From an optimization exercise on the open Yosys and OpenROAD flow, aimed at small area, a short achievable clock period and few clock cycles per item; shortcuts taken in it are not production practice. The RTL was checked by simulation tests, not by an equivalence proof against the original design. No activity file was given, so power comes from the tool's default toggle rates.

### config.mk
export PLATFORM = sky130hd
export DESIGN_NAME = bcrypt_core
export DESIGN_NICKNAME = bcrypt_core
export VERILOG_FILES = /design/flow/design.v
export SDC_FILE = /design/flow/constraint.sdc
export NUM_CORES = 4
export LEC_CHECK = 0
export CAP_MARGIN = 30
export CORE_MARGIN = 2
export CORE_UTILIZATION = 20
export CTS_CLUSTER_DIAMETER = 100
export CTS_CLUSTER_SIZE = 20
export PLACE_DENSITY = 0.75
export SETUP_SLACK_MARGIN = 3
export SLEW_MARGIN = 40
### constraint.sdc
create_clock -name core_clock -period 10.0 [get_ports {clk}]
set_input_delay 2.0000 -clock core_clock [delete_from_list [all_inputs] [get_ports {clk}]]
set_output_delay 2.0000 -clock core_clock [all_outputs]
set_load 0.01 [all_outputs]
### design.v
module adder (A, B, result);
  parameter WIDTH = 32;
  input logic [WIDTH-1:0] A, B;
  output logic [WIDTH-1:0] result;
  assign result = A + B;
endmodule
module xorer (A, B, result);
  parameter WIDTH = 32;
  input logic [WIDTH-1:0] A, B;
  output logic [WIDTH-1:0] result;
  assign result = A ^ B;
endmodule
module xorer3 (A, B, C, result);
  parameter WIDTH = 32;
  input logic [WIDTH-1:0] A, B, C;
  output logic [WIDTH-1:0] result;
  assign result = A ^ B ^ C;
endmodule
module bcrypt_core (
  input  logic         clk,
  input  logic         reset_l,
  input  logic         start,
  input  logic [4:0]   cost,
  input  logic [127:0] salt,
  input  logic [575:0] key,
  output logic [31:0]  s_addr,
  output logic [3:0]   s_we,
  output logic [127:0] s_wdata,
  input  logic [127:0] s_rdata,
  output logic [191:0] hash,
  output logic         done
);
  localparam logic [575:0] PI_P = 576'h8979fb1b9216d5d9b54709173f84d5b5c97c50ddc0ac29b734e90c6cbe5466cf38d01377452821e6ec4e6c89082efa98299f31d0a40938220370734413198a2e85a308d3243f6a88;
  localparam logic [191:0] CTEXT = {32'h6f756274, 32'h63727944, 32'h64657253, 32'h65686f6c, 32'h65616e42, 32'h4f727068};
  localparam logic [1:0] PH_SALTED = 2'd0,   
                         PH_KEY    = 2'd1,   
                         PH_SALT   = 2'd2,   
                         PH_CTEXT  = 2'd3;   
  localparam logic [9:0] CNT_P0 = 10'd1015;  
  logic         busy, done_r;
  logic [4:0]   k;        
  logic [1:0]   phase;
  logic [9:0]   cnt;      
  logic [575:0] P;        
  logic [31:0]  l, r;     
  logic [63:0]  c1, c2;   
  wire in_exp  = (phase != PH_CTEXT);
  wire ppart   = in_exp & cnt[9];
  wire keyen   = in_exp & (cnt == CNT_P0);
  wire salten  = (phase == PH_SALTED) & (k[4:1] == 4'd0);
  wire pfix    = in_exp & ((cnt[9:3] == 7'h7f) | (cnt == 10'd0));
  wire [3:0] pidx = cnt[3:0] - 4'd8;
  wire byp     = pfix & (k[4:1] == pidx);
  wire k17     = (k == 5'd17);
  wire exp_end = in_exp & (cnt == 10'd511);
  wire ct_end  = (cnt == 10'd191);
  wire [31:0] iter_inc = {1'b0, c1[30:0]} + 32'd1;
  logic it_last;          
  logic [17:0] kh;
  always_comb
    for (int i = 0; i < 18; i++) kh[i] = (k == i);
  logic [31:0] kmux, pi_w;
  always_comb begin
    kmux = 32'h0;
    pi_w = 32'h0;
    for (int i = 0; i < 18; i++) begin
      kmux = kmux | ({32{kh[i]}} & key[32*i +: 32]);
      pi_w = pi_w | ({32{kh[i]}} & PI_P[32*i +: 32]);
    end
  end
  wire [1:0]  ssel = (phase == PH_SALT) ? k[1:0] : {~cnt[0], k[0]};
  wire [31:0] smux = salt[32*ssel +: 32];
  wire [31:0] kw    = (phase == PH_SALT) ? smux : kmux;
  logic [31:0] pv;
  always_comb begin
    pv = P[31:0];
    if (keyen & (phase == PH_SALTED)) pv = pi_w;
    if (byp) pv = k[0] ? c2[63:32] : c2[31:0];
  end
  wire [31:0] tailv = pv ^ (keyen ? kw : 32'h0);
  wire [31:0] head  = tailv ^ (salten ? smux : 32'h0);
  wire [31:0] f_a = s_rdata[31:0] + s_rdata[63:32];
  wire [31:0] f_x = f_a ^ s_rdata[95:64];
  wire [31:0] f   = f_x + s_rdata[127:96];
  wire [31:0] t   = r ^ head;
  wire        fen = (k != 5'd0);
  wire [31:0] l_next = t ^ (fen ? f : 32'h0);
  wire sw = busy & in_exp & ~cnt[9] & (k >= 5'd16);
  logic [31:0] a_alt, a_f, a_t;
  logic [3:0]  use_f;
  always_comb begin
    a_f = {f[7:0], f[15:8], f[23:16], f[31:24]};
    a_t = {t[7:0], t[15:8], t[23:16], t[31:24]};
    a_alt = {t[7:0], t[15:8], t[23:16], t[31:24]};
    use_f = {4{fen}};
    s_we = 4'b0000;
    s_wdata = {4{l ^ ((k == 5'd16) ? ((cnt == 10'd0) ? c2[63:32] : P[63:32]) : 32'h0)}};
    if (sw) begin
      s_we[cnt[8:7]] = 1'b1;
      use_f[cnt[8:7]] = 1'b0;
      a_alt[8*cnt[8:7] +: 8] = {cnt[6:0], k[0]};
    end
    for (int b = 0; b < 4; b++)
      s_addr[8*b +: 8] = (a_f[8*b +: 8] & {8{use_f[b]}}) ^ (use_f[b] ? a_t[8*b +: 8] : a_alt[8*b +: 8]);
  end
  assign hash = {l, r, c2, c1};
  assign done = done_r;
  always_ff @(posedge clk)
    P <= {tailv, P[575:32]};
  always_ff @(posedge clk)
    it_last <= iter_inc[cost];
  always_ff @(posedge clk) begin
    if (~reset_l) begin
      busy   <= 1'b0;
      done_r <= 1'b0;
    end
    else if (!busy) begin
      if (start) begin
        busy   <= 1'b1;
        done_r <= 1'b0;
        phase  <= PH_SALTED;
        cnt    <= CNT_P0;
        k      <= 5'd0;
        c1[30:0] <= 31'd0;
        r      <= 32'h0;
        l      <= 32'h0;
      end
    end
    else begin
      k <= k17 ? 5'd0 : k + 5'd1;
      if (!k17) begin
        l <= l_next;
        r <= l;
      end
      else if (phase == PH_CTEXT) begin
        cnt <= cnt + 10'd1;
        if (ct_end) begin
          r      <= t;
          busy   <= 1'b0;
          done_r <= 1'b1;
        end
        else begin
          r  <= c1[31:0];
          l  <= c1[63:32];
          c1 <= c2;
          c2 <= {l, t};
        end
      end
      else if (exp_end) begin
        cnt <= CNT_P0;
        r   <= 32'h0;
        l   <= 32'h0;
        if (phase == PH_SALT) begin
          if (it_last) begin
            phase <= PH_CTEXT;
            cnt   <= 10'd0;
            r     <= CTEXT[31:0];
            l     <= CTEXT[63:32];
            c1    <= CTEXT[127:64];
            c2    <= CTEXT[191:128];
          end
          else begin
            c1[30:0] <= iter_inc[30:0];
            phase <= PH_KEY;
          end
        end
        else
          phase <= phase + 2'd1;
      end
      else begin
        r   <= t;
        cnt <= cnt + 10'd1;
        if (ppart) c2 <= {l, t};
      end
    end
  end
endmodule
### flow/run.sh
#!/bin/bash
# The standard layout, with the ports buffered by buf_1 cells.
set -euo pipefail
export BUFFER_PORTS_ARGS="-buffer_cell sky130_fd_sc_hd__buf_1"
bash standard.sh > standard.log 2>&1
### standard.sh
#!/bin/bash
# synth_recipe.tcl (not shown) runs the flow's synth.tcl, then flattens the netlist and writes it again
# the make line also repeats each setting of config.mk as NAME=value (left out here)
make -C /OpenROAD-flow-scripts/flow DESIGN_CONFIG=/design/flow/config.mk WORK_HOME=/design/flow/orfs CLKGATE_MAP_FILE= SYNTH_SCRIPT=/design/flow/synth_recipe.tcl "${@:-finish}"
==> results of run 1 <==
state kept, by name, summed over array words and instances, names as in the netlist, 2 cells and up:
name and cells:
P 576, c1 64, c2 64, cnt 10
k 5, l 32, phase 2, r 32
power groups by stage:
stage | logic [uW] | registers, uW | clock network (uW)
after detailed placement | 2280 | 3630 | 0
after global routing | 2990 | 3560 | 2120
after global placement | 2260 | 3620 | 0
after floorplan | 1260 | 3560 | 0
final | 2850 | 3550 | 2010
after CTS | 2720 | 3550 | 2020
cell type report:
class                   instances  area [um2]  area share (%)
flip-flops and latches        788       17900            37.9
well taps                    2370        2970            6.29
diodes                         51         128           0.271
clock inverters                 7         134           0.284
clock buffers                  65        1220            2.59
multi-input cells            2243       18000            38.1
repair buffers               1442        6650            14.1
inverters                      61         229           0.486
cell usage in the layout (no fill, tap or decap), types with 112 or more instances in the layout:
cell / instances
a21oi_1: 170
a22oi_1: 152
buf_1: 1164
buf_4: 220
dfxtp_1: 578
edfxtp_1: 209
nand2_1: 271
nor2_1: 162
o21ai_0: 126
xnor2_1: 112
xor2_1: 122
what timing repair did:
action,CTS,global route
pin swaps,115,78
setup endpoints to repair,32,32
buffers inserted,88,18
resized for setup,238,64
path summary, 6_finish.rpt:
| path | slack (ns) | to | from | depth (start not counted) |
|---|---|---|---|---|
| max | 1.77 | s_addr[7] | s_rdata[32] | 22 |
| min | 0.31 | P[425] | P[457] | 0 |
| max reg2reg | 4.84 | l[31] | k[4] | 11 |
| min reg2reg | 0.31 | P[425] | P[457] | 0 |
worst max-delay path, stage by stage:
cell	delay, ns
buf_6	0.10
ha_4	0.15
fa_2	0.34
a21o_1	0.18
a21oi_2	0.16
o21ai_2	0.09
a21o_1	0.24
and2_4	0.19
buf_4	0.13
xnor2_1	0.14
ha_1	0.40
inv_1	0.14
nor4_4	0.33
and4_4	0.28
a211o_1	0.17
a21oi_2	0.10
a211oi_4	0.28
xnor2_2	0.12
xnor2_2	0.17
and4_1	0.25
nor3_2	0.10
buf_4	0.17
cells by family (layout without fill, tap and decap cells):
family | after synthesis | count (layout) | share of synthesized area, %
AOI/OAI and AO/OA | 918 | 918 | 17.3
and+or+nand+nor | 807 | 807 | 11.4
DFF | 788 | 788 | 49.4
buffers and inverters | 364 | 1575 | 5.84
xor gates and xnor gates | 317 | 317 | 8.54
muxes | 124 | 124 | 4.83
adders and majority gates | 77 | 77 | 2.70
other | 0 | 51 | 0
per-layer routing:
metal / GRT usage, % / vias to the layer above
li1: - / 14700
met3: 7.10 / 630
met5: 0 / -
met2: 53.8 / 2399
met4: 16.1 / 32
met1: 30.4 / 17600
stage by stage:
step                      worst slack (ns)  util, %
after detailed placement              1.13     24.1
after global placement                1.16     23.9
after global routing                  1.57     26.1
final                                 1.77     26.2
after CTS                             1.63     25.8
after floorplan                       2.27        -
==> qor.yml, run 1 <==
status:
  status: "complete, no violations"
route:
  wl_met3_mm: 24.2
  wl_per_cell_um: 40.1
  wl_met1_mm: 93.1
  drt_pass1_iterations: 8
  route.detailed.drc: 0
  drt_iter0_markers: 4387
  totalWireLength_mm: 282
  ant_nets: 0
  dr_wl_met2_mm: 145
  drt-vias-per-instance: 5.03
  routed-via-count: 35400
  maxUsedRoutingLayer: "met5"
synth:
  yosysSeqAreaShare_pct: 49.4
  synth_nets: 4312
  synthTopCellsByCount: "dfxtp_1 (579), nand2_1 (276), edfxtp_1 (209), a21oi_1 (207), nor2_1 (173)"
  postSynthCellCount: 3395
  yosysTopAreaCellShare_pct: 32.0
  netlist.top_cell.by_area: "dfxtp_1"
  synthFlopType: "dfxtp_1"
  synth_edf_count: 209
  syn_area_mm2: 0.0362
  postSynth.asyncResetShare_pct: 0
  syn_avg_cell_area_um2: 10.7
  synth_warnings: 1
  synth.distinct_cells: 114
  synth.top_cells.by_area: "dfxtp_1 (32%), edfxtp_1 (17%), xor2_1 (3.5%)"
  ys_seq_elements: 788
  synth.most_common_cell: "dfxtp_1"
placed_design:
  io_buffers: 1196
  gp_congestion: 0.994
  dp_hpwl_mm: 237
  place_area_mm2: 0.0434
  dp.cells: 6798
grt:
  grt_first_pass_wirelength_mm: 352
  grt_use_total_pct: 29.3
  grt_pass1_vias: 33500
  grt_max_degree: 57
  grt_antenna_before_repair: 167
  grt_remaining_overflow: 0
timing:
  setup_violations: 0
  max_slew_margin_pct: 36.5
  tns_ns: 0
  rsz0062_at_grt: "yes"
  min_period_over_period_pct: 82.3
  period_minus_slack_ns: 8.23
  tightest_slew_ns: 0.950
  fmax_mhz: 122
  hold_ws_ns: 0.312
  slew_violations: 0
  fin_skew_ns: 0.0714
  hold_violations: 0
setup_path:
  crit_path_end_kind: "primary output"
  crit_required_ns: 8.00
  cp_max_fo: 4
  crit_arrival_ns: 6.23
  startpoint_type: "primary input"
  critical_path_class: "primary input to primary output"
power_and_ir_drop:
  pwr-share-seq_pct: 42.2
  power_density_mw_per_mm2: 178
  p_int_uw: 5450
  peakVddDrop_mv: 0.141
  combPwrFrac_pct: 33.9
  pwr-share-clk_pct: 23.9
  leakagePower_uw: 0.0165
  power_uw: 8410
  switching_share_pct: 35.2
  switching_power_uw: 2960
clock_network:
  cts_max_level: 2
  cts.clk_slew.worst_paths_ns: 0.09
  clk_path_buf_depth: 3
  cts_root_buffer: "clkbuf_16"
  hold_buffers: 0
  worstSkewPairLatency_ns: 0.68
  cts_sinks: 788
  cts_tree: "done"
  numCtsBuffers: 46
final_layout:
  fin_nets: 5499
  drive_gt1_share_pct: 15.8
  area_growth_syn_to_layout_pct: 30.3
  fillers: 19200
  instances_no_fill: 7027
  final_area_mm2: 0.0472
floorplanning:
  initial_core_util_pct: 20.1
  die_h_um: 429
  ios: 1197
  die_area_mm2: 0.184
  die_w_um: 429
  rows: 156
  core_mm2: 0.180
flow_run:
  max_cap_viol_count: 0
hold_path:
  min_path_type: "flop to flop"
Testbench counts, summed over its fixed seeds: cycles 681,180, hashes 18.
==> run 2: changes to the inputs <==
==> flow/run.sh (replaced) <==
#!/bin/bash
# The standard layout, with the ports buffered by buf_1 cells and the pins
# allowed on every routing track (the die is too small for two-track spacing).
set -euo pipefail
export BUFFER_PORTS_ARGS="-buffer_cell sky130_fd_sc_hd__buf_1"
export PLACE_PINS_ARGS="-min_distance 1 -min_distance_in_tracks"
bash standard.sh > standard.log 2>&1
--- a/config.mk
+++ b/config.mk
@@ -8,5 +8,5 @@
 export CAP_MARGIN = 30
 export CORE_MARGIN = 2
-export CORE_UTILIZATION = 20
+export CORE_UTILIZATION = 35
 export CTS_CLUSTER_DIAMETER = 100
 export CTS_CLUSTER_SIZE = 20
==> run 2 against run 1 <==
Compared with the run above:
- still clean on timing, DRC and antenna
- power down 4.5%
- cell count down 15%
- global-route usage up 7.5 points
- register-to-register slack better by 0.32 ns
- combinational power down about 10%
==> qor.yml, run 2 <==
hold_path:
  hold_depth: 0
  holdPathEnd: "P[497]"
  min_from: "P[529]"
  min_path_type: "flop to flop"
clock_network:
  clk_path_buf_depth: 3
  numCtsBuffers: 45
  hold_buffers: 0
  cts_max_level: 2
  cts_root_buffer: "clkbuf_16"
  cts_tree: "done"
  cts_sinks: 788
  cts.clk_slew.worst_paths_ns: 0.09
  worstSkewPairLatency_ns: 0.62
route:
  drt-vias-per-instance: 5.83
  route.detailed.drc: 0
  drt_pass1_iterations: 19
  ant_nets: 0
  drt_iter0_markers: 4219
  routed-via-count: 34800
  totalWireLength_mm: 206
  wl_per_cell_um: 34.5
setup_path:
  reg2reg_to: "l[30]"
  crit_required_ns: 8.00
  rrSetupSlack_ns: 5.16
  timing.rr.start: "k[4]"
  cp_max_fo: 3
  rr_worst_depth: 13
  startpoint_type: "primary input"
  crit_path_end_kind: "primary output"
  crit_arrival_ns: 6.26
  critical_path_class: "primary input to primary output"
status:
  status: "complete, no violations"
timing:
  hold_violations: 0
  fin_skew_ns: 0.0555
  fmax_mhz: 121
  min_period_over_period_pct: 82.6
  slew_violations: 0
  tightest_slew_ns: 1.03
  max_slew_margin_pct: 31.2
  setup_violations: 0
  tns_ns: 0
  period_minus_slack_ns: 8.26
  rsz0062_at_grt: "yes"
synth:
  postSynthCellCount: 3395
  synth.distinct_cells: 114
  yosysTopAreaCellShare_pct: 32.0
  netlist.top_cell.by_area: "dfxtp_1"
  synth.most_common_cell: "dfxtp_1"
  synthTopCellsByCount: "dfxtp_1 (579), nand2_1 (276), edfxtp_1 (209), a21oi_1 (207), nor2_1 (173)"
  postSynth.asyncResetShare_pct: 0
  synth_nets: 4312
  synth_edf_count: 209
  synth_warnings: 1
  syn_area_mm2: 0.0362
  synthFlopType: "dfxtp_1"
  synth.top_cells.by_area: "dfxtp_1 (32%), edfxtp_1 (17%), xor2_1 (3.5%)"
  yosysSeqAreaShare_pct: 49.4
  ys_seq_elements: 788
  syn_avg_cell_area_um2: 10.7
grt:
  grt_antenna_before_repair: 74
  grt_use_total_pct: 36.7
  grt_pass1_vias: 32900
  grt_max_degree: 94
  grt_first_pass_wirelength_mm: 272
  grt_remaining_overflow: 0
floorplanning:
  die_w_um: 326
  ios: 1197
  initial_core_util_pct: 35.4
  die_h_um: 326
  rows: 117
  die_area_mm2: 0.106
  core_mm2: 0.102
final_layout:
  area_growth_syn_to_layout_pct: 24.7
  largest-register: "P"
  drive_gt1_share_pct: 13.9
  layout_commonest_cell: "buf_1"
  fillers: 9874
  layout.cells.most_common_list: "buf_1 (1166), dfxtp_1 (579), nand2_1 (271), edfxtp_1 (209), buf_4 (177)"
  fin_nets: 5459
  largest_register_ffs: 576
  largestRegisters: "P (576), c1 (64), c2 (64)"
  final_area_mm2: 0.0451
placed_design:
  io_buffers: 1196
  dp_hpwl_mm: 163
  gp_congestion: 1.04
  place_area_mm2: 0.0416
flow_run:
  max_cap_viol_count: 0
power_and_ir_drop:
  peakVddDrop_mv: 0.129
  power_density_mw_per_mm2: 178
  leakagePower_uw: 0.0162
-- run 2: critical path: stages --
cell and delay (ns):
buf_6 0.10, ha_4 0.15, fa_2 0.34, a21o_1 0.17, a21oi_2 0.17, o21ai_2 0.09
a21o_1 0.26, and2_4 0.18, inv_2 0.05, o21ai_2 0.06, xnor2_2 0.20, ha_4 0.25
a2111oi_4 0.35, o31ai_2 0.11, o22a_1 0.22, a211o_1 0.29, a21oi_2 0.19, a211oi_2 0.11
xnor2_2 0.16, xnor2_1 0.15, and4_1 0.25, nor3_4 0.23, buf_2 0.18
-- run 2: worst max-delay path by stage --
stage	startpoint	endpoint	slack, ns	depth (start not counted)
2_1_floorplan	s_rdata[8]	s_addr[7]	2.27	19
3_3_place_gp	s_rdata[0]	s_addr[7]	1.48	23
3_5_place_dp	s_rdata[0]	s_addr[7]	1.46	21
4_1_cts	s_rdata[0]	s_addr[7]	1.75	23
5_1_grt	s_rdata[0]	s_addr[7]	1.55	23
6_report	s_rdata[0]	s_addr[7]	1.74	23
-- run 2: where the power goes --
group / switching [uW] / total (uW) / leakage, uW / internal, uW
combinational: 1480 / 2560 / 0.00889 / 1080
sequential: 117 / 3550 / 0.00666 / 3430
clock: 1040 / 1930 / 0.000637 / 887
-- run 2: area by class of cell --
cell class,instances,area (um2),share of cell area (%)
sequential,788,17900,39.6
multi-input combinational,2243,17600,39.0
timing repair buffer,1403,6290,13.9
tap,1368,1710,3.79
clock buffer,71,1280,2.83
inverter,61,229,0.508
antenna,37,92.6,0.205
clock inverter,3,45.0,0.0999
-- run 2: kinds of logic after synthesis --
group,count (synthesis),synth area share (%)
AO/OA/AOI/OAI,918,17.3
AND/OR/NAND/NOR,807,11.4
flip-flops,788,49.4
buffers and inverters,364,5.84
XOR/XNOR,317,8.54
multiplexers,124,4.83
adder cells (fa/ha/maj),77,2.70
-- run 2: stage by stage --
stage | cells | worst slack (ns) | power, uW | hold slack, ns | utilization (%)
6_report | 5974 | 1.74 | 8030 | 0.297 | 44.1
5_1_grt | 5958 | 1.55 | 8270 | 0.314 | 44.1
4_1_cts | 5891 | 1.75 | 7750 | 0.300 | 43.2
2_1_floorplan | 3395 | 2.27 | 4820 | 0.310 | -
3_3_place_gp | 5735 | 1.48 | 5570 | 0.310 | 40.6
3_5_place_dp | 5740 | 1.46 | 5590 | 0.312 | 40.7
-- run 2: layer usage --
layer	wire length (um)	part of all wire (%)	GRT usage [%]	up-vias
li1	-	-	-	14600
met1	73800	36	42.2	16800
met2	92900	45	58.4	2676
met3	22900	11	12.2	675
met4	16200	7.8	24.5	56
met5	366	0.18	0	-
-- run 2: timing repair --
item,in CTS,in global routing
gates resized for setup,156,104
buffers inserted,77,45
setup endpoints to repair,32,32
gates cloned,0,1
pin swaps,102,80
==> run 3: changes to the inputs <==
--- a/config.mk
+++ b/config.mk
@@ -10,5 +10,5 @@
 export CORE_UTILIZATION = 35
 export CTS_CLUSTER_DIAMETER = 100
-export CTS_CLUSTER_SIZE = 20
+export CTS_CLUSTER_SIZE = 24
 export PLACE_DENSITY = 0.75
 export SETUP_SLACK_MARGIN = 3
==> run 3 against run 2 <==
Compared with the run above:
- power fell by 2.1%
- critical path depth did not move
- maximum frequency fell by 0.23%
- still clean
- via count rose by 0.25%
- highest routed layer unchanged
- final area fell by 0.47%
- sequential share of layout area rose by 0.19 points
- synthesized area did not move
- clock skew fell by 0.018 ns
- critical path type unchanged
- utilization fell by 0.21 points
- critical endpoint unchanged
- wire length barely moved
- clock power fell by 9%
==> qor.yml, run 3 <==
status:
  status: "complete, no violations"
grt:
  grt_max_degree: 94
  grt_remaining_overflow: 0
  grt_first_pass_wirelength_mm: 272
  grt_antenna_before_repair: 71
  grt_pass1_vias: 32900
  grt_use_total_pct: 36.8
synth:
  ys_seq_elements: 788
  synth_edf_count: 209
  synth-simple-area-share_pct: 11.4
  syn_avg_cell_area_um2: 10.7
  synth.most_common_cell: "dfxtp_1"
  synth_top_family_by_area: "compound AO/OA/AOI/OAI gates"
  synthTopCellsByCount: "dfxtp_1 (579), nand2_1 (276), edfxtp_1 (209), a21oi_1 (207), nor2_1 (173)"
  postSynthCellCount: 3395
  synthMuxAreaShare_pct: 4.83
  synth.top_cells.by_area: "dfxtp_1 (32%), edfxtp_1 (17%), xor2_1 (3.5%)"
  yosysTopAreaCellShare_pct: 32.0
  synth.distinct_cells: 114
  yosysSeqAreaShare_pct: 49.4
  synth-xor-area-share_pct: 8.54
  synth_nets: 4312
  synthFlopType: "dfxtp_1"
  syn_area_mm2: 0.0362
  synth_warnings: 1
  netlist.top_cell.by_area: "dfxtp_1"
  synth_compound_area_share_pct: 17.3
  postSynth.asyncResetShare_pct: 0
  synthAdderAreaFrac_pct: 2.70
route:
  ant_nets: 0
  route.detailed.drc: 0
  drt_iter0_markers: 4269
  wl_per_cell_um: 34.5
  drt_pass1_iterations: 24
  drt-vias-per-instance: 5.85
  routed-via-count: 34900
  totalWireLength_mm: 206
timing:
  fin_skew_ns: 0.0372
  rsz0062_at_grt: "yes"
  period_minus_slack_ns: 8.28
  postLayoutSetupSlackWorst_ns: 1.72
  hold_ws_ns: 0.323
  setup_violations: 0
  tightest_slew_ns: 0.998
  tns_ns: 0
  max_slew_margin_pct: 33.1
  fmax_mhz: 121
  slew_violations: 0
  min_period_over_period_pct: 82.8
  hold_violations: 0
clock_network:
  numCtsBuffers: 38
  cts_root_buffer: "clkbuf_16"
  hold_buffers: 0
  worstSkewPairLatency_ns: 0.63
  cts_max_level: 2
  cts_tree: "done"
  cts.clk_slew.worst_paths_ns: 0.09
  clk_path_buf_depth: 3
  cts_sinks: 788
setup_path:
  critical_path_class: "primary input to primary output"
  startpoint_type: "primary input"
  crit_required_ns: 8.00
  cp_max_fo: 3
  crit_path_end_kind: "primary output"
  slowest_stage: "a2111oi_4"
  crit_start: "s_rdata[0]"
  path_buf_inv: 3
  crit_arrival_ns: 6.28
  cpPeakStageDelay_ns: 0.35
  worstPathCellList: "buf_6, ha_4, fa_2, a21o_1, a21oi_2, o21ai_2, a21o_1, and2_4, inv_2, o21ai_2, xnor2_2, ha_4, a2111oi_4, o31ai_2, o22a_1, a211o_1, a21oi_2, a211oi_2, xnor2_2, xnor2_1, and4_1, nor3_4, buf_2"
  cp_top_family: "compound AO/OA/AOI/OAI gates"
  timing.rr.start: "k[0]"
final_layout:
  layout_commonest_cell: "buf_1"
  fin_nets: 5452
  largestRegisters: "P (576), c1 (64), c2 (64)"
  post-route-util_pct: 43.9
  largest_register_ffs: 576
  area_growth_syn_to_layout_pct: 24.1
  instances_no_fill: 5971
  drive_gt1_share_pct: 13.7
  layout.cells.most_common_list: "buf_1 (1166), dfxtp_1 (579), nand2_1 (271), edfxtp_1 (209), buf_4 (177)"
  largest-register: "P"
power_and_ir_drop:
  switching_power_uw: 2610
  combPwrFrac_pct: 32.6
  pwr-share-clk_pct: 22.3
  peakVddDrop_mv: 0.112
  pwr-share-seq_pct: 45.1
  leakagePower_uw: 0.0161
  p_int_uw: 5250
  power_density_mw_per_mm2: 175
  switching_share_pct: 33.2
placed_design:
  dp.cells: 5740
  io_buffers: 1196
  pre_cts_ws_ns: 1.46
  gp_congestion: 1.04
  dp_hpwl_mm: 163
floorplanning:
  core_mm2: 0.102
  ios: 1197
  rows: 117
  die_h_um: 326
  die_area_mm2: 0.106
  die_w_um: 326
  initial_core_util_pct: 35.4
hold_path:
  min_from: "P[434]"
  min_path_type: "flop to flop"
flow_run:
  max_cap_viol_count: 0
[run 3: path summary, 6_finish.rpt]
| path | to | slack (ns) | cells past startpoint |
|---|---|---|---|
| hold / removal | P[402] | 0.32 | 0 |
| setup reg to reg | l[10] | 5.08 | 12 |
| hold reg to reg | P[402] | 0.32 | 0 |
| setup / recovery | s_addr[7] | 1.72 | 23 |
[run 3: layout make-up]
class                           count  area (um2)
Fill cell                        9881       57300
Sequential cell                   788       17900
Multi-Input combinational cell   2243       17600
Timing Repair Buffer             1403        6280
Tap cell                         1368        1710
Clock buffer                       61        1060
Inverter                           61         229
Antenna cell                       44         110
Clock inverter                      3        33.8
[run 3: cell families (layout without fill, tap and decap cells)]
| group | after synthesis | after routing |
|---|---|---|
| simple gates | 807 | 807 |
| other cells | 0 | 44 |
| compound gates | 918 | 918 |
| fa+ha+maj | 77 | 77 |
| buf+inv | 364 | 1528 |
| flops | 788 | 788 |
| mux | 124 | 124 |
| xor+xnor | 317 | 317 |
[run 3: layer usage]
layer	GRT usage [%]	vias to the layer above	part of all wire, %
met5	0.0444	-	0.14
met4	24.6	44	8.0
met3	12.0	693	11
met2	58.3	2722	45
met1	42.3	16900	36
li1	-	14600	-
[run 3: timing repair]
action	CTS	global route
pin swaps	102	80
endpoints found under the setup margin	32	32
buffers inserted	80	42
gates cloned	0	1
resized for setup	155	105
[run 3: power by group through the flow]
stage | logic, uW | clock network (uW) | registers [uW]
floorplan | 1260 | 0 | 3560
detailed placement | 1980 | 0 | 3610
finish | 2560 | 1750 | 3550
CTS | 2270 | 1760 | 3540
global placement | 1960 | 0 | 3610
global route | 2680 | 1870 | 3550
[run 3: per-stage QoR]
stage,area (um2),total power (uW)
floorplan,36400,4820
global placement,41500,5570
detailed placement,41600,5590
CTS,44000,7580
global route,44800,8100
finish,44900,7860
==> run 4: changes to the inputs <==
--- a/design.v
+++ b/design.v
@@ -54,5 +54,6 @@
   wire k17     = (k == 5'd17);
   wire exp_end = in_exp & (cnt == 10'd511);
-  wire ct_end  = (cnt == 10'd191);
+  wire ct_bend = (cnt[5:0] == 6'd63);    
+  wire ct_end  = ct_bend & cnt[7];        
   wire [31:0] iter_inc = {1'b0, c1[30:0]} + 32'd1;
   logic it_last;          
@@ -135,14 +136,16 @@
       else if (phase == PH_CTEXT) begin
         cnt <= cnt + 10'd1;
-        if (ct_end) begin
-          r      <= t;
-          busy   <= 1'b0;
-          done_r <= 1'b1;
-        end
-        else begin
-          r  <= c1[31:0];
-          l  <= c1[63:32];
-          c1 <= c2;
-          c2 <= {l, t};
+        r   <= t;
+        if (ct_bend) begin
+          if (cnt[7]) begin
+            busy   <= 1'b0;
+            done_r <= 1'b1;
+          end
+          else begin
+            if (cnt[6]) c2 <= {l, t};
+            else        c1 <= {l, t};
+            r <= cnt[6] ? CTEXT[159:128] : CTEXT[95:64];
+            l <= cnt[6] ? CTEXT[191:160] : CTEXT[127:96];
+          end
         end
       end
@@ -157,6 +160,4 @@
             r     <= CTEXT[31:0];
             l     <= CTEXT[63:32];
-            c1    <= CTEXT[127:64];
-            c2    <= CTEXT[191:128];
           end
           else begin
--- a/config.mk
+++ b/config.mk
@@ -10,6 +10,7 @@
 export CORE_UTILIZATION = 35
 export CTS_CLUSTER_DIAMETER = 100
-export CTS_CLUSTER_SIZE = 24
+export CTS_CLUSTER_SIZE = 20
 export PLACE_DENSITY = 0.75
 export SETUP_SLACK_MARGIN = 3
 export SLEW_MARGIN = 40
+export TNS_END_PERCENT = 5
==> run 4 against run 3 <==
Compared with the run above:
- the run now fails in 5_1_grt
- synthesized cell count is 4.7% lower
- synthesized area shrank 3.0%
==> qor.yml, run 4 <==
status:
  status: "stopped before the end"
  haltStage: "5_1_grt"
  first-error: "[ERROR GRT-0116] Global routing finished with congestion. Check the congestion regions in the DRC Viewer."
synth:
  syn_area_mm2: 0.0351
  synth_warnings: 1
  synth.most_common_cell: "dfxtp_1"
  netlist.top_cell.by_area: "dfxtp_1"
  synth.distinct_cells: 101
  synth_nets: 4152
  syn_avg_cell_area_um2: 10.9
  synth_edf_count: 209
  yosysSeqAreaShare_pct: 50.9
  postSynth.asyncResetShare_pct: 0
  synthFlopType: "dfxtp_1"
  synth.top_cells.by_area: "dfxtp_1 (33%), edfxtp_1 (18%), xor2_1 (3.5%)"
  synthTopCellsByCount: "dfxtp_1 (579), nand2_1 (277), edfxtp_1 (209), nor2_1 (159), a21oi_1 (144)"
  postSynthCellCount: 3235
  ys_seq_elements: 788
  yosysTopAreaCellShare_pct: 33.0
clock_network:
  numCtsBuffers: 46
  cts_sinks: 788
  clk_path_buf_depth: 3
  cts_root_buffer: "clkbuf_16"
  cts_max_level: 2
placed_design:
  gp_congestion: 1.09
  dp.cells: 5542
  place_area_mm2: 0.0408
  dp_hpwl_mm: 144
  io_buffers: 1196
floorplanning:
  initial_core_util_pct: 35.2
  die_w_um: 321
  die_h_um: 321
  ios: 1197
  rows: 116
grt:
  grt_first_pass_wirelength_mm: 246
  grt_use_total_pct: 34.5
  grt_max_degree: 85
  grt_pass1_vias: 32400
  grt_remaining_overflow: 2
run 4: cell count changes after synthesis, moves of 14 or more:
cell / before / now
a21oi_1: 207 / 144
a211oi_1: 21 / 68
nand2b_1: 52 / 16
o21ai_0: 149 / 118
buf_6: 31 / 7
buf_2: 49 / 72
a22oi_1: 163 / 142
xor2_2: 23 / 2
nor3_1: 33 / 52
and2_1: 33 / 16
o22ai_1: 27 / 10
a21o_1: 36 / 50
nor2_1: 173 / 159
run 4: logic make-up after synthesis:
kind of cell / share of synthesized area, %
adder cells (fa/ha/maj): 2.79
flip-flops: 50.9
AND/OR/NAND/NOR: 10.8
XOR/XNOR: 8.15
multiplexers: 5.44
buffers and inverters: 5.33
AO/OA/AOI/OAI: 16.6
run 4: worst min path at each step:
stage                     startpoint  endpoint  slack, ns  cells past startpoint
after global placement        P[130]     P[98]       0.31                      0
after floorplan               P[132]    P[100]       0.31                      0
after CTS                     P[442]    P[410]       0.31                      0
after detailed placement      P[183]    P[151]       0.31                      0
run 4: per-stage QoR:
stage | util (%) | setup WS (ns)
2_1_floorplan | - | 2.28
3_3_place_gp | 40.8 | 1.32
4_1_cts | 42.6 | 1.73
3_5_place_dp | 40.9 | 1.19
run 4: power groups by stage:
stage / clock network (uW) / logic (uW) / registers [uW]
2_1_floorplan: 0 / 1180 / 3560
3_3_place_gp: 0 / 1870 / 3600
3_5_place_dp: 0 / 1890 / 3600
4_1_cts: 2000 / 1950 / 3530
run 4: timing repair:
action | 4_1_cts
buffers inserted | 23
hold buffers | 0
pin swaps | 34
endpoints found under the setup margin | 32
resized for setup | 31
run 4: per-layer routing:
| metal | GRT overflow | global-route usage (%) |
|---|---|---|
| met2 | 2 | 50.5 |
| met1 | 0 | 40.9 |
| met5 | 0 | 1.51 |
| met4 | 0 | 27.5 |
| met3 | 0 | 12.0 |
Testbench counts of run 4, summed over its fixed seeds: cycles 681,180, hashes 18.
==> run 5: changes to the inputs <==
==> flow/run.sh (replaced) <==
#!/bin/bash
# The standard layout, with the ports buffered by buf_1 cells.
set -euo pipefail
export BUFFER_PORTS_ARGS="-buffer_cell sky130_fd_sc_hd__buf_1"
bash standard.sh > standard.log 2>&1
--- a/config.mk
+++ b/config.mk
@@ -8,5 +8,5 @@
 export CAP_MARGIN = 30
 export CORE_MARGIN = 2
-export CORE_UTILIZATION = 35
+export CORE_UTILIZATION = 20
 export CTS_CLUSTER_DIAMETER = 100
 export CTS_CLUSTER_SIZE = 20
@@ -14,3 +14,2 @@
 export SETUP_SLACK_MARGIN = 3
 export SLEW_MARGIN = 40
-export TNS_END_PERCENT = 5
==> run 5 against run 4 <==
Compared with the run above:
- synthesized area unchanged
- synthesized cell count unchanged
- the run now finishes clean
==> qor.yml, run 5 <==
status:
  status: "complete, no violations"
clock_network:
  clk_path_buf_depth: 3
  cts_root_buffer: "clkbuf_16"
  numCtsBuffers: 45
  cts_sinks: 788
  cts_max_level: 2
  hold_buffers: 0
  worstSkewPairLatency_ns: 0.63
  cts_tree: "done"
  cts.clk_slew.worst_paths_ns: 0.10
timing:
  period_minus_slack_ns: 8.21
  setup_violations: 0
  hold_ws_ns: 0.313
  slew_violations: 0
  min_period_over_period_pct: 82.1
  fin_skew_ns: 0.0248
  hold_violations: 0
  tightest_slew_ns: 1.08
  fmax_mhz: 122
  rsz0062_at_grt: "yes"
  max_slew_margin_pct: 27.6
  tns_ns: 0
synth:
  yosysTopAreaCellShare_pct: 33.0
  synthTopCellsByCount: "dfxtp_1 (579), nand2_1 (277), edfxtp_1 (209), nor2_1 (159), a21oi_1 (144)"
  synth_warnings: 1
  postSynthCellCount: 3235
  synth.distinct_cells: 101
  synthFlopType: "dfxtp_1"
  yosysSeqAreaShare_pct: 50.9
  postSynth.asyncResetShare_pct: 0
  synth.top_cells.by_area: "dfxtp_1 (33%), edfxtp_1 (18%), xor2_1 (3.5%)"
  syn_area_mm2: 0.0351
  synth_edf_count: 209
  ys_seq_elements: 788
  syn_avg_cell_area_um2: 10.9
  synth.most_common_cell: "dfxtp_1"
  netlist.top_cell.by_area: "dfxtp_1"
  synth_nets: 4152
route:
  route.detailed.drc: 0
  ant_nets: 0
  drt_pass1_iterations: 6
  routed-via-count: 34200
  totalWireLength_mm: 271
  wl_per_cell_um: 39.5
  drt-vias-per-instance: 4.98
  drt_iter0_markers: 3504
placed_design:
  dp_hpwl_mm: 226
  gp_congestion: 1.02
  io_buffers: 1196
floorplanning:
  die_area_mm2: 0.179
  die_w_um: 423
  ios: 1197
  core_mm2: 0.174
  initial_core_util_pct: 20.2
  die_h_um: 423
  rows: 153
setup_path:
  crit_path_end_kind: "primary output"
  crit_required_ns: 8.00
  rrSetupSlack_ns: 4.85
  cp_max_fo: 4
  crit_arrival_ns: 6.21
  startpoint_type: "primary input"
  critical_path_class: "primary input to primary output"
grt:
  gr-usage-met2_pct: 50.0
  top_usage_layer: "met2"
  grt_max_degree: 50
  use_met1_pct: 33.3
  globalRouteMet3Util_pct: 7.19
  grt_use_total_pct: 29.0
  grt_remaining_overflow: 0
  grt_antenna_before_repair: 188
  grt_pass1_vias: 32700
  grt_first_pass_wirelength_mm: 340
final_layout:
  post-route-util_pct: 26.8
  area_growth_syn_to_layout_pct: 32.9
  largestRegisters: "P (576), c1 (64), c2 (64)"
  largest_register_ffs: 576
  layout.cells.most_common_list: "buf_1 (1152), dfxtp_1 (579), nand2_1 (267), buf_4 (245), edfxtp_1 (209)"
  largest-register: "P"
  drive_gt1_share_pct: 16.8
  fin_nets: 5390
  fillers: 18800
  layout_commonest_cell: "buf_1"
power_and_ir_drop:
  leakagePower_uw: 0.0165
  peakVddDrop_mv: 0.146
  power_density_mw_per_mm2: 176
flow_run:
  max_cap_viol_count: 0
hold_path:
  min_path_type: "flop to flop"
[run 5: cell counts after synthesis]
Identical to the previous run, type by type.
[run 5: final cells by class]
cell class | instances | area, um2 | area share, %
Sequential cell | 788 | 17900 | 38.3
Multi-Input combinational cell | 2099 | 17300 | 37.0
Timing Repair Buffer | 1476 | 6970 | 14.9
Tap cell | 2325 | 2910 | 6.23
Clock buffer | 74 | 1240 | 2.67
Inverter | 63 | 240 | 0.515
Antenna cell | 41 | 103 | 0.220
Clock inverter | 3 | 51.3 | 0.110
[run 5: worst paths after layout]
| path | to | cells after the start | from |
|---|---|---|---|
| setup / recovery | s_addr[0] | 20 | s_rdata[1] |
| hold / removal | P[244] | 0 | P[276] |
| setup reg to reg | c1[30] | 15 | k[0] |
| hold reg to reg | P[244] | 0 | P[276] |
[run 5: metal layers]
metal | vias up | wire (um)
met4 | 58 | 17300
met1 | 17100 | 102000
met3 | 645 | 20200
met5 | - | 527
met2 | 2137 | 131000
li1 | 14300 | -
[run 5: metrics by stage]
| step | instance area [um2] | instances | total power (uW) | setup WS (ns) |
|---|---|---|---|---|
| floorplan | 35400 | 3235 | 4760 | 2.28 |
| global placement | 42400 | 6601 | 5770 | 1.19 |
| detailed placement | 42600 | 6609 | 5790 | 1.21 |
| CTS | 45700 | 6789 | 8000 | 1.74 |
| global route | 46600 | 6848 | 8490 | 1.60 |
| finish | 46700 | 6869 | 8220 | 1.79 |
[run 5: worst max-delay path, stage by stage]
cell and delay, ns:
buf_8 0.11, ha_4 0.24, a211oi_4 0.28, o31ai_4 0.10, o2111ai_4 0.27, nand2_4 0.09
a21o_1 0.18, a21oi_2 0.12, xnor2_1 0.15, ha_1 0.30, a21o_1 0.20, a21o_1 0.18
a221oi_4 0.36, o211a_4 0.23, a31oi_4 0.09, o31a_1 0.31, o21a_1 0.21, or3_1 0.39
a32oi_2 0.23, buf_4 0.17
[run 5: logic make-up after synthesis]
| kind of cell | synth area share [%] |
|---|---|
| adders and majority gates | 2.79 |
| muxes | 5.44 |
| buffers and inverters | 5.33 |
| and+or+nand+nor | 10.8 |
| xor gates and xnor gates | 8.15 |
| DFF | 50.9 |
| AOI/OAI and AO/OA | 16.6 |
[run 5: what timing repair did]
item | 4_1_cts | 5_1_grt
setup endpoints to repair | 32 | 31
cloned | 2 | 0
setup buffers | 101 | 39
resized for setup | 240 | 111
pin swaps | 102 | 104
[run 5: where the power goes]
part	internal, uW	total, uW	switching, uW
Combinational	1090	2740	1660
Sequential	3420	3520	101
Clock	867	1950	1080
==> run 6: changes to the inputs <==
--- a/config.mk
+++ b/config.mk
@@ -14,2 +14,3 @@
 export SETUP_SLACK_MARGIN = 3
 export SLEW_MARGIN = 40
+export TNS_END_PERCENT = 5
==> run 6 against run 5 <==
Compared with the run above:
- the layout now fails its checks (antenna rules)
- sequential share of layout area rose by 2.0 points
- sequential power about the same
- via count decreased by 1.6%
- largest cell class unchanged
- largest power group unchanged
==> qor.yml, run 6 <==
route:
  drt_pass1_iterations: 7
  ant_nets: 1
  drt_iter0_markers: 3703
  route.detailed.drc: 0
  totalWireLength_mm: 268
  routed-via-count: 33700
  wl_per_cell_um: 39.7
  drt-vias-per-instance: 4.99
setup_path:
  timing.rr.start: "k[0]"
  path_buf_inv: 5
  cp_max_fo: 21
  path_depth: 16
  rr_worst_depth: 16
  cp_top_family: "compound AO/OA/AOI/OAI gates"
  crit_required_ns: 8.00
  slowest_stage: "nand4_1"
  crit_start: "k[0]"
  reg2reg_to: "c1[13]"
  startpoint_type: "flop"
  crit_arrival_ns: 6.33
  cp_common_cell: "buf_4"
  crit_path_end_kind: "primary output"
  critical_path_class: "flop to primary output"
  worstPathCellList: "buf_4, ha_1, buf_4, and3_1, ha_2, buf_4, buf_4, a221o_1, a221oi_1, nand4_1, o211a_1, xor2_2, xnor2_4, o21ai_0, a22oi_1, buf_1"
  rrSetupSlack_ns: 4.23
  critPathCapture: "s_addr[30]"
  cpPeakStageDelay_ns: 0.67
floorplanning:
  die_h_um: 423
  die_w_um: 423
  initial_core_util_pct: 20.2
  rows: 153
  core_mm2: 0.174
  ios: 1197
  die_area_mm2: 0.179
grt:
  grt_antenna_before_repair: 191
  grt_use_total_pct: 28.7
  grt_max_degree: 90
  grt_remaining_overflow: 0
  grt_pass1_vias: 31900
  grt_first_pass_wirelength_mm: 336
power_and_ir_drop:
  power_density_mw_per_mm2: 175
  leakagePower_uw: 0.0155
  peakVddDrop_mv: 0.126
synth:
  synth_nets: 4152
  synth_edf_count: 209
  synthFlopType: "dfxtp_1"
  synth.distinct_cells: 101
  syn_avg_cell_area_um2: 10.9
  synthTopCellsByCount: "dfxtp_1 (579), nand2_1 (277), edfxtp_1 (209), nor2_1 (159), a21oi_1 (144)"
  postSynth.asyncResetShare_pct: 0
  synth.most_common_cell: "dfxtp_1"
  postSynthCellCount: 3235
  ys_seq_elements: 788
  synth_warnings: 1
  netlist.top_cell.by_area: "dfxtp_1"
  synth.top_cells.by_area: "dfxtp_1 (33%), edfxtp_1 (18%), xor2_1 (3.5%)"
  yosysSeqAreaShare_pct: 50.9
  yosysTopAreaCellShare_pct: 33.0
  syn_area_mm2: 0.0351
final_layout:
  instances_no_fill: 6755
  largest-register: "P"
  fillers: 18900
  layout.cells.most_common_list: "buf_1 (1188), dfxtp_1 (579), nand2_1 (274), edfxtp_1 (209), nor2_1 (156)"
  multi_input_area_mm2: 0.0162
  final-seq-area_mm2: 0.0179
  fin_nets: 5258
  layout_commonest_cell: "buf_1"
  drive_gt1_share_pct: 10.2
  area_growth_syn_to_layout_pct: 26.2
  largestRegisters: "P (576), c1 (64), c2 (64)"
  largest_register_ffs: 576
clock_network:
  cts.clk_slew.worst_paths_ns: 0.09
  clk_path_buf_depth: 3
  cts_max_level: 2
  worstSkewPairLatency_ns: 0.63
  numCtsBuffers: 45
  cts_sinks: 788
  cts_root_buffer: "clkbuf_16"
  hold_buffers: 0
  cts_tree: "done"
status:
  status: "complete, but fails checks"
  so.violations: "antenna rules"
hold_path:
  hold_depth: 0
  min_path_type: "flop to flop"
timing:
  period_minus_slack_ns: 8.33
  tightest_slew_ns: 0.902
  setup_violations: 0
  hold_violations: 0
  rsz0062_at_grt: "yes"
  min_period_over_period_pct: 83.3
  tns_ns: 0
  max_slew_margin_pct: 39.2
  slew_violations: 0
  fin_skew_ns: 0.0292
  fmax_mhz: 120
placed_design:
  dp.cells: 6596
  io_buffers: 1196
  gp_congestion: 1.05
  dp_hpwl_mm: 228
flow_run:
  max_cap_viol_count: 0
[run 6: cell counts after synthesis]
No cell type changed its count.
[run 6: timing repair]
item / 4_1_cts / 5_1_grt
resized for setup: 36 / 19
pin swaps: 32 / 23
setup buffers: 18 / 5
gates cloned: 0 / 0
endpoints found under the setup margin: 32 / 32
[run 6: metrics by stage]
step,hold WS [ns],setup WS [ns],total power [uW],utilization (%),instance area (um2)
after floorplan,0.310,2.28,4740,-,35300
after global placement,0.310,1.18,5780,24.3,42300
after detailed placement,0.312,1.13,5800,24.4,42400
after CTS,0.321,1.60,7740,25.3,44000
after global routing,0.326,1.45,8000,25.4,44300
final,0.317,1.67,7740,25.4,44300
[run 6: worst min-delay path by stage]
stage	endpoint	startpoint	slack, ns
3_5_place_dp	P[173]	P[205]	0.31
5_1_grt	P[152]	P[184]	0.33
4_1_cts	P[152]	P[184]	0.32
6_report	P[152]	P[184]	0.32
2_1_floorplan	P[100]	P[132]	0.31
3_3_place_gp	P[209]	P[241]	0.31
[run 6: routing by layer]
| layer | track usage, % | up-vias | wire [um] | part of all wire [%] |
|---|---|---|---|---|
| met5 | 0 | - | 365 | 0.14 |
| met4 | 14.6 | 60 | 16400 | 6.1 |
| met3 | 5.86 | 571 | 20800 | 7.8 |
| met2 | 48.5 | 2208 | 128000 | 48 |
| met1 | 34.4 | 16800 | 102000 | 38 |
| li1 | - | 14000 | - | - |
[run 6: cell families after synthesis]
kind of cell / after synthesis / share of synthesized area (%)
xor gates and xnor gates: 303 / 8.15
DFF: 788 / 50.9
buffers and inverters: 349 / 5.33
adders and majority gates: 77 / 2.79
and+or+nand+nor: 750 / 10.8
AOI/OAI and AO/OA: 834 / 16.6
muxes: 134 / 5.44
[run 6: area by class of cell]
class / instances / area share, %
Tap cell: 2325 / 6.56
Timing Repair Buffer: 1345 / 12.8
Sequential cell: 788 / 40.3
Clock buffer: 75 / 2.84
Clock inverter: 4 / 0.107
Inverter: 63 / 0.534
Multi-Input combinational cell: 2098 / 36.5
Antenna cell: 57 / 0.322
[run 6: power by group]
| group | switching (uW) | internal [uW] |
|---|---|---|
| Clock | 1060 | 882 |
| Sequential | 118 | 3420 |
| Combinational | 1500 | 765 |
==> run 7: changes to the inputs <==
==> flow/run.sh (replaced) <==
#!/bin/bash
# The standard layout, with the ports buffered by buf_1 cells and more rounds
# of antenna repair after detailed routing.
set -euo pipefail
export BUFFER_PORTS_ARGS="-buffer_cell sky130_fd_sc_hd__buf_1"
export MAX_REPAIR_ANTENNAS_ITER_DRT=12
bash standard.sh > standard.log 2>&1
--- a/config.mk
+++ b/config.mk
@@ -14,3 +14,3 @@
 export SETUP_SLACK_MARGIN = 3
 export SLEW_MARGIN = 40
-export TNS_END_PERCENT = 5
+export TNS_END_PERCENT = 1
==> run 7 against run 6 <==
Compared with the run above:
- the run now finishes clean
- via count increased by 1.3%
- synthesized area is the same
- setup slack got worse by 0.044 ns
- sequential cell count is the same
==> qor.yml, run 7 <==
timing:
  period_minus_slack_ns: 8.38
  fin_skew_ns: 0.0397
  tightest_slew_ns: 1.06
  setup_violations: 0
  hold_ws_ns: 0.312
  hold_violations: 0
  rsz0062_at_grt: "yes"
  fmax_mhz: 119
  min_period_over_period_pct: 83.8
  tns_ns: 0
  slew_violations: 0
  max_slew_margin_pct: 29.1
synth:
  synth-xor-area-share_pct: 8.15
  synth_warnings: 1
  synthTopCellsByCount: "dfxtp_1 (579), nand2_1 (277), edfxtp_1 (209), nor2_1 (159), a21oi_1 (144)"
  ys_seq_elements: 788
  yosysSeqAreaShare_pct: 50.9
  netlist.top_cell.by_area: "dfxtp_1"
  postSynth.asyncResetShare_pct: 0
  postSynthCellCount: 3235
  synth_nets: 4152
  synthMuxAreaShare_pct: 5.44
  synthFlopType: "dfxtp_1"
  synth_edf_count: 209
  synth-simple-area-share_pct: 10.8
  synthAdderAreaFrac_pct: 2.79
  synth.most_common_cell: "dfxtp_1"
  syn_avg_cell_area_um2: 10.9
  yosysTopAreaCellShare_pct: 33.0
  synth.distinct_cells: 101
  synth_compound_area_share_pct: 16.6
  syn_area_mm2: 0.0351
  synth.top_cells.by_area: "dfxtp_1 (33%), edfxtp_1 (18%), xor2_1 (3.5%)"
  synth_top_family_by_area: "compound AO/OA/AOI/OAI gates"
grt:
  grt_max_degree: 69
  grt_antenna_before_repair: 193
  grt_first_pass_wirelength_mm: 336
  grt_use_total_pct: 28.7
  grt_remaining_overflow: 0
  grt_pass1_vias: 32000
setup_path:
  cp_top_family: "buffers and inverters"
  crit_arrival_ns: 6.38
  crit_path_end_kind: "primary output"
  path_buf_inv: 4
  worstPathCellList: "buf_12, ha_1, and4b_1, buf_4, a22oi_1, nand2_1, nor2_1, a211oi_1, xor2_1, xnor2_1, buf_4, xnor2_1, a21oi_1, buf_1"
  cpPeakStageDelay_ns: 0.68
  reg2reg_to: "l[24]"
  critical_path_class: "flop to primary output"
  startpoint_type: "flop"
  timing.rr.start: "k[0]"
  slowest_stage: "ha_1"
  crit_required_ns: 8.00
  cp_max_fo: 68
  rrSetupSlack_ns: 4.13
  rr_worst_depth: 14
clock_network:
  clk_path_buf_depth: 3
  numCtsBuffers: 45
  cts_root_buffer: "clkbuf_16"
  cts_max_level: 2
  hold_buffers: 0
  cts.clk_slew.worst_paths_ns: 0.10
  cts_tree: "done"
  cts_sinks: 788
  worstSkewPairLatency_ns: 0.62
power_and_ir_drop:
  peakVddDrop_mv: 0.116
  leakagePower_uw: 0.0156
  power_density_mw_per_mm2: 175
status:
  status: "complete, no violations"
final_layout:
  fillers: 18800
  area_growth_syn_to_layout_pct: 27.1
  layout_commonest_cell: "buf_1"
  layout.cells.most_common_list: "buf_1 (1182), dfxtp_1 (579), nand2_1 (273), edfxtp_1 (209), buf_4 (163)"
  largestRegisters: "P (576), c1 (64), c2 (64)"
  drive_gt1_share_pct: 10.7
  final_area_mm2: 0.0446
  largest-register: "P"
  fin_nets: 5282
  largest_register_ffs: 576
route:
  route.detailed.drc: 0
  drt_iter0_markers: 4013
  wl_met3_mm: 21.6
  wl_per_cell_um: 39.5
  dr_wl_met2_mm: 131
  routed-via-count: 34100
  drt-vias-per-instance: 5.02
  ant_nets: 0
  maxUsedRoutingLayer: "met5"
  drt_pass1_iterations: 7
  totalWireLength_mm: 268
  wl_met1_mm: 99.2
flow_run:
  max_cap_viol_count: 0
placed_design:
  dp_hpwl_mm: 228
  io_buffers: 1196
  place_area_mm2: 0.0424
  gp_congestion: 1.04
floorplanning:
  ios: 1197
  die_w_um: 423
  core_mm2: 0.174
  die_h_um: 423
  initial_core_util_pct: 20.2
  rows: 153
  die_area_mm2: 0.179
hold_path:
  hold_depth: 0
  holdPathEnd: "P[400]"
  min_from: "P[432]"
  min_path_type: "flop to flop"
## run 7: kinds of logic after synthesis
group	after synthesis
AO/OA/AOI/OAI	834
AND/OR/NAND/NOR	750
multiplexers	134
flip-flops	788
buffers and inverters	349
XOR/XNOR	303
adder cells (fa/ha/maj)	77
## run 7: worst max-delay path by stage
| stage | cells after the start | startpoint | to |
|---|---|---|---|
| CTS | 22 | s_rdata[39] | s_addr[7] |
| floorplan | 21 | s_rdata[0] | s_addr[6] |
| detailed placement | 20 | s_rdata[36] | s_addr[6] |
| finish | 14 | k[0] | s_addr[23] |
| global placement | 20 | s_rdata[36] | s_addr[6] |
| global route | 23 | s_rdata[0] | s_addr[6] |
## run 7: through the flow
stage / total power (uW) / setup WS, ns / utilization (%) / cells
finish: 7800 / 1.62 / 25.6 / 6794
floorplan: 4720 / 2.18 / - / 3235
global placement: 5770 / 0.854 / 24.2 / 6601
global route: 8040 / 1.51 / 25.5 / 6745
CTS: 7730 / 1.59 / 25.3 / 6707
detailed placement: 5790 / 0.793 / 24.3 / 6610
## run 7: what timing repair did
item / 4_1_cts / 5_1_grt
gates resized for setup: 59 / 53
pin swaps: 40 / 50
setup buffers: 18 / 15
setup endpoints to repair: 32 / 32
## run 7: cell type report
cell class / count / area (um2) / share of cell area (%)
multi-input cells: 2098 / 16200 / 36.4
clock buffers: 75 / 1240 / 2.78
diodes: 72 / 180 / 0.404
well taps: 2325 / 2910 / 6.52
repair buffers: 1369 / 5900 / 13.2
clock inverters: 4 / 53.8 / 0.121
inverters: 63 / 236 / 0.530
flip-flops and latches: 788 / 17900 / 40.0
## run 7: routing by layer
layer	track usage (%)	vias to the layer above
li1	-	14100
met1	33.3	16900
met2	49.2	2386
met3	6.62	652
met4	14.5	54
met5	0	-
## run 7: report_power, final
group / total, uW / switching (uW) / internal, uW
Sequential: 3540 / 118 / 3420
Clock: 1920 / 1060 / 860
Combinational: 2330 / 1540 / 796
==> run 8: changes to the inputs <==
--- a/config.mk
+++ b/config.mk
@@ -14,3 +14,3 @@
 export SETUP_SLACK_MARGIN = 3
 export SLEW_MARGIN = 40
-export TNS_END_PERCENT = 1
+export TNS_END_PERCENT = 5
==> run 8 against run 7 <==
Compared with the run above:
- still clean
- non-clock buffer count shrank 24
- sequential share of layout area grew 0.27 points
- utilization shrank 0.17 points
- critical path type unchanged
- critical endpoint is now s_addr[30]
- highest routed layer unchanged
==> qor.yml, run 8 <==
synth:
  yosysSeqAreaShare_pct: 50.9
  synth_edf_count: 209
  netlist.top_cell.by_area: "dfxtp_1"
  synth.distinct_cells: 101
  ys_seq_elements: 788
  synth_nets: 4152
  yosysTopAreaCellShare_pct: 33.0
  postSynthCellCount: 3235
  synth.most_common_cell: "dfxtp_1"
  synthTopCellsByCount: "dfxtp_1 (579), nand2_1 (277), edfxtp_1 (209), nor2_1 (159), a21oi_1 (144)"
  syn_avg_cell_area_um2: 10.9
  syn_area_mm2: 0.0351
  postSynth.asyncResetShare_pct: 0
  synthFlopType: "dfxtp_1"
  synth_warnings: 1
  synth.top_cells.by_area: "dfxtp_1 (33%), edfxtp_1 (18%), xor2_1 (3.5%)"
floorplanning:
  die_w_um: 423
  die_h_um: 423
  ios: 1197
  die_area_mm2: 0.179
  initial_core_util_pct: 20.2
  core_mm2: 0.174
  rows: 153
flow_run:
  max_cap_viol_count: 0
power_and_ir_drop:
  switching_share_pct: 34.5
  peakVddDrop_mv: 0.126
  leakagePower_uw: 0.0155
  pwr-share-clk_pct: 25.0
  combPwrFrac_pct: 29.2
  p_int_uw: 5070
  power_density_mw_per_mm2: 175
  pwr-share-seq_pct: 45.8
  switching_power_uw: 2670
grt:
  grt_first_pass_wirelength_mm: 336
  grt_antenna_before_repair: 191
  grt_use_total_pct: 28.7
  grt_max_degree: 90
  grt_remaining_overflow: 0
  grt_pass1_vias: 31900
final_layout:
  final_area_mm2: 0.0443
  area_growth_syn_to_layout_pct: 26.3
  largest-register: "P"
  layout.cells.most_common_list: "buf_1 (1188), dfxtp_1 (579), nand2_1 (274), edfxtp_1 (209), nor2_1 (156)"
  fin_nets: 5258
  instances_no_fill: 6757
  drive_gt1_share_pct: 10.2
  layout_commonest_cell: "buf_1"
  largestRegisters: "P (576), c1 (64), c2 (64)"
  largest_register_ffs: 576
timing:
  hold_violations: 0
  fin_skew_ns: 0.0292
  fmax_mhz: 120
  tightest_slew_ns: 0.902
  postLayoutSetupSlackWorst_ns: 1.67
  max_slew_margin_pct: 39.2
  tns_ns: 0
  slew_violations: 0
  period_minus_slack_ns: 8.33
  setup_violations: 0
  rsz0062_at_grt: "yes"
  min_period_over_period_pct: 83.3
setup_path:
  cp_max_fo: 21
  critical_path_class: "flop to primary output"
  crit_required_ns: 8.00
  crit_path_end_kind: "primary output"
  crit_arrival_ns: 6.33
  startpoint_type: "flop"
placed_design:
  place_area_mm2: 0.0424
  dp.cells: 6596
  io_buffers: 1196
  dp_hpwl_mm: 228
  gp_congestion: 1.05
  pre_cts_ws_ns: 1.13
route:
  routed-via-count: 33700
  route.detailed.drc: 0
  ant_nets: 0
  drt_iter0_markers: 3703
  wl_per_cell_um: 39.7
  totalWireLength_mm: 268
  drt-vias-per-instance: 4.98
  drt_pass1_iterations: 7
clock_network:
  cts_sinks: 788
  clk_path_buf_depth: 3
  cts_root_buffer: "clkbuf_16"
  numCtsBuffers: 45
  cts_tree: "done"
  cts_max_level: 2
  cts.clk_slew.worst_paths_ns: 0.09
  worstSkewPairLatency_ns: 0.63
hold_path:
  min_path_type: "flop to flop"
status:
  status: "complete, no violations"
==> run 8: cell count changes in the layout (fill, tap and decap cells not counted), sizes merged <==
cell,previous run,this run
bufinv,0,1
diode,72,59
clkbuf,80,77
clkinv,4,5
inv,63,61
buf,1364,1343
==> run 8: cell type report <==
class	count	area (um2)
Sequential cell	788	17900
Inverter	63	236
Antenna cell	59	148
Tap cell	2325	2910
Clock inverter	4	47.5
Multi-Input combinational cell	2098	16200
Clock buffer	75	1260
Fill cell	18900	130000
Timing Repair Buffer	1345	5690
==> run 8: what timing repair did <==
action / 4_1_cts / 5_1_grt
setup buffers: 18 / 5
hold buffers: 0 / 0
pin swaps: 32 / 23
gates resized for setup: 36 / 19
endpoints found under the setup margin: 32 / 32
==> run 8: stage by stage <==
step                      utilization (%)  hold slack, ns  power [uW]
after floorplan                         -           0.310        4740
after global placement               24.3           0.310        5780
after detailed placement             24.4           0.312        5800
after CTS                            25.3           0.321        7740
after global routing                 25.4           0.326        8000
final                                25.4           0.317        7740
==> run 8: kinds of logic after synthesis <==
family	after synthesis	share of synthesized area [%]
compound gates	834	16.6
fa+ha+maj	77	2.79
buf+inv	349	5.33
mux	134	5.44
flops	788	50.9
simple gates	750	10.8
xor+xnor	303	8.15
==> run 8: worst max-delay path, stage by stage (launching register included) <==
cell	delay, ns
edfxtp_1	0.38
buf_4	0.28
ha_1	0.26
buf_4	0.24
and3_1	0.20
ha_2	0.33
buf_4	0.28
buf_4	0.29
a221o_1	0.36
a221oi_1	0.53
nand4_1	0.67
o211a_1	0.34
xor2_2	0.22
xnor2_4	0.49
o21ai_0	0.18
a22oi_1	0.38
buf_1	0.20
==> run 8: power groups by stage <==
stage	clock, uW	combinational [uW]	sequential [uW]
3_3_place_gp	0	2170	3610
4_1_cts	1970	2230	3540
2_1_floorplan	0	1180	3560
5_1_grt	2070	2380	3550
3_5_place_dp	0	2180	3610
6_report	1940	2260	3540
==> run 8: path summary, 6_finish.rpt <==
path	depth (start not counted)	slack [ns]	end	startpoint
min reg2reg	0	0.32	P[152]	P[184]
max reg2reg	16	4.23	c1[13]	k[0]
max	16	1.67	s_addr[30]	k[0]
min	0	0.32	P[152]	P[184]
==> run 8: metal layers <==
| metal | global-route usage (%) | wire length [um] | vias to the layer above | share of wire [%] |
|---|---|---|---|---|
| met3 | 5.86 | 20800 | 571 | 7.8 |
| li1 | - | - | 14000 | - |
| met1 | 34.4 | 102000 | 16800 | 38 |
| met5 | 0 | 365 | - | 0.14 |
| met2 | 48.5 | 128000 | 2208 | 48 |
| met4 | 14.6 | 16400 | 60 | 6.1 |
==> run 9: changes to the inputs <==
--- a/config.mk
+++ b/config.mk
@@ -6,5 +6,5 @@
 export NUM_CORES = 4
 export LEC_CHECK = 0
-export CAP_MARGIN = 30
+export CAP_MARGIN = 20
 export CORE_MARGIN = 2
 export CORE_UTILIZATION = 20
@@ -13,4 +13,4 @@
 export PLACE_DENSITY = 0.75
 export SETUP_SLACK_MARGIN = 3
-export SLEW_MARGIN = 40
+export SLEW_MARGIN = 25
 export TNS_END_PERCENT = 5
==> run 9 against run 8 <==
Compared with the run above:
- critical path depth did not move
- critical endpoint unchanged
- still clean on timing, DRC and antenna
- synthesized area stayed put
- utilization barely moved
- final area decreased by 0.10%
- combinational power hardly changed
- count of clock-buffer cells in the layout is 1 lower
- first-iteration DRC count increased by 1.5%
- wire length is 0.17% higher
- global-route usage hardly changed
==> qor.yml, run 9 <==
power_and_ir_drop:
  combPwrFrac_pct: 29.3
  pwr-share-seq_pct: 45.6
  switching_share_pct: 34.8
  p_int_uw: 5060
  peakVddDrop_mv: 0.127
setup_path:
  rrSetupSlack_ns: 4.31
  crit_path_end_kind: "primary output"
  cp_max_fo: 22
  rr_worst_depth: 15
  crit_required_ns: 8.00
  startpoint_type: "flop"
  crit_start: "k[0]"
  reg2reg_to: "l[6]"
  timing.rr.start: "k[0]"
  critPathCapture: "s_addr[30]"
timing:
  min_period_over_period_pct: 85.5
  period_minus_slack_ns: 8.55
  setup_violations: 0
  rsz0062_at_grt: "yes"
  hold_violations: 0
  tns_ns: 0
  fin_skew_ns: 0.0346
  max_slew_margin_pct: 19.7
  tightest_slew_ns: 1.20
synth:
  postSynthCellCount: 3235
  synth_edf_count: 209
  syn_area_mm2: 0.0351
  synth.most_common_cell: "dfxtp_1"
  synth_warnings: 1
  postSynth.asyncResetShare_pct: 0
  synth.distinct_cells: 101
  synthFlopType: "dfxtp_1"
  yosysTopAreaCellShare_pct: 33.0
  syn_avg_cell_area_um2: 10.9
  synth.top_cells.by_area: "dfxtp_1 (33%), edfxtp_1 (18%), xor2_1 (3.5%)"
final_layout:
  largest_register_ffs: 576
  drive_gt1_share_pct: 10.1
  fillers: 18900
  largestRegisters: "P (576), c1 (64), c2 (64)"
  area_growth_syn_to_layout_pct: 26.1
  layout.cells.most_common_list: "buf_1 (1186), dfxtp_1 (579), nand2_1 (273), edfxtp_1 (209), nor2_1 (157)"
floorplanning:
  die_w_um: 423
  initial_core_util_pct: 20.2
  rows: 153
  core_mm2: 0.174
  die_area_mm2: 0.179
route:
  dr_wl_met2_mm: 131
  maxUsedRoutingLayer: "met5"
  drt-vias-per-instance: 5.01
  routed-via-count: 33900
  ant_nets: 0
  totalWireLength_mm: 269
  route.detailed.drc: 0
clock_network:
  cts_root_buffer: "clkbuf_16"
  cts.clk_slew.worst_paths_ns: 0.09
  cts_tree: "done"
  worstSkewPairLatency_ns: 0.65
  cts_sinks: 788
  clk_path_buf_depth: 3
  numCtsBuffers: 45
  cts_max_level: 2
placed_design:
  io_buffers: 1196
  gp_congestion: 1.05
  dp_hpwl_mm: 228
grt:
  grt_pass1_vias: 31500
  grt_use_total_pct: 28.7
  grt_max_degree: 90
  grt_antenna_before_repair: 191
  grt_remaining_overflow: 0
status:
  status: "complete, no violations"
hold_path:
  min_path_type: "flop to flop"
## run 9: cell count changes in the layout (fill, tap and decap cells not counted), moves of 3 or more
cell      delta
buf_4       +10
nor3_1       +3
a221oi_2     -3
buf_2        +3
a221oi_1     +3
nor3b_1      +3
## run 9: per-stage QoR
step	utilization, %	std cells	worst slack, ns	power [uW]
2_1_floorplan	-	3235	2.28	4740
3_3_place_gp	24.3	6594	1.18	5780
3_5_place_dp	24.3	6596	1.13	5790
4_1_cts	25.2	6698	1.64	7750
5_1_grt	25.4	6733	1.46	8020
6_report	25.4	6770	1.45	7770
## run 9: worst max-delay path, stage by stage (launching register included)
cell and delay, ns:
edfxtp_1 0.38, buf_4 0.28, ha_1 0.26, buf_4 0.24, and3_1 0.20, ha_2 0.32, buf_4 0.28, buf_4 0.29
a221o_1 0.36, a221oi_1 0.55, nand4_1 0.84, o211a_1 0.38, xor2_2 0.22, xnor2_4 0.49, o21ai_0 0.17, a22oi_1 0.38
buf_1 0.20
## run 9: final cells by class
| type | count | area [um2] | share of cell area (%) |
|---|---|---|---|
| clock inverter | 5 | 80.1 | 0.181 |
| clock buffer | 74 | 1240 | 2.81 |
| antenna | 61 | 153 | 0.345 |
| inverter | 63 | 236 | 0.534 |
| timing repair buffer | 1356 | 5770 | 13.0 |
| sequential | 788 | 17900 | 40.3 |
| multi-input combinational | 2098 | 16000 | 36.2 |
| tap | 2325 | 2910 | 6.57 |
## run 9: metal layers
layer  vias up  track usage (%)
li1      14100                -
met1     17000             34.1
met2      2181             49.1
met3       560             6.17
met4        60             13.1
met5         -                0
## run 9: how the worst min path moves through the flow
| stage | from | end | slack [ns] | cells past startpoint |
|---|---|---|---|---|
| after floorplan | P[132] | P[100] | 0.31 | 0 |
| after global placement | P[241] | P[209] | 0.31 | 0 |
| after detailed placement | P[205] | P[173] | 0.31 | 0 |
| after CTS | P[555] | P[523] | 0.32 | 0 |
| after global routing | P[251] | P[219] | 0.32 | 0 |
| final | P[110] | P[78] | 0.32 | 0 |
## run 9: kinds of logic after synthesis
kind of cell             count (synthesis)  share of synthesized area [%]
AO/OA/AOI/OAI                          834                           16.6
flip-flops                             788                           50.9
AND/OR/NAND/NOR                        750                           10.8
buffers and inverters                  349                           5.33
XOR/XNOR                               303                           8.15
multiplexers                           134                           5.44
adder cells (fa/ha/maj)                 77                           2.79
## run 9: timing repair
action	in CTS	in global routing
endpoints found under the hold margin	0	0
gates resized for setup	45	17
setup buffers	23	11
endpoints found under the setup margin	32	32
hold buffers	0	0
pin swaps	37	32
## run 9: power groups by stage
stage                     logic, uW  registers (uW)  clock network, uW
after floorplan                1180            3560                  0
after global placement         2170            3610                  0
after detailed placement       2180            3610                  0
after CTS                      2240            3540               1970
after global routing           2390            3550               2080
final                          2270            3540               1950

Re-timed with assumed drivers on the ports (clkbuf_16 on the clock, buf_2 on other inputs), run 9 has 1.377 ns of setup slack against 1.450 ns with ideal ports, and 1.610 ns once port delays also move by the mid clock arrival of 0.702 ns.
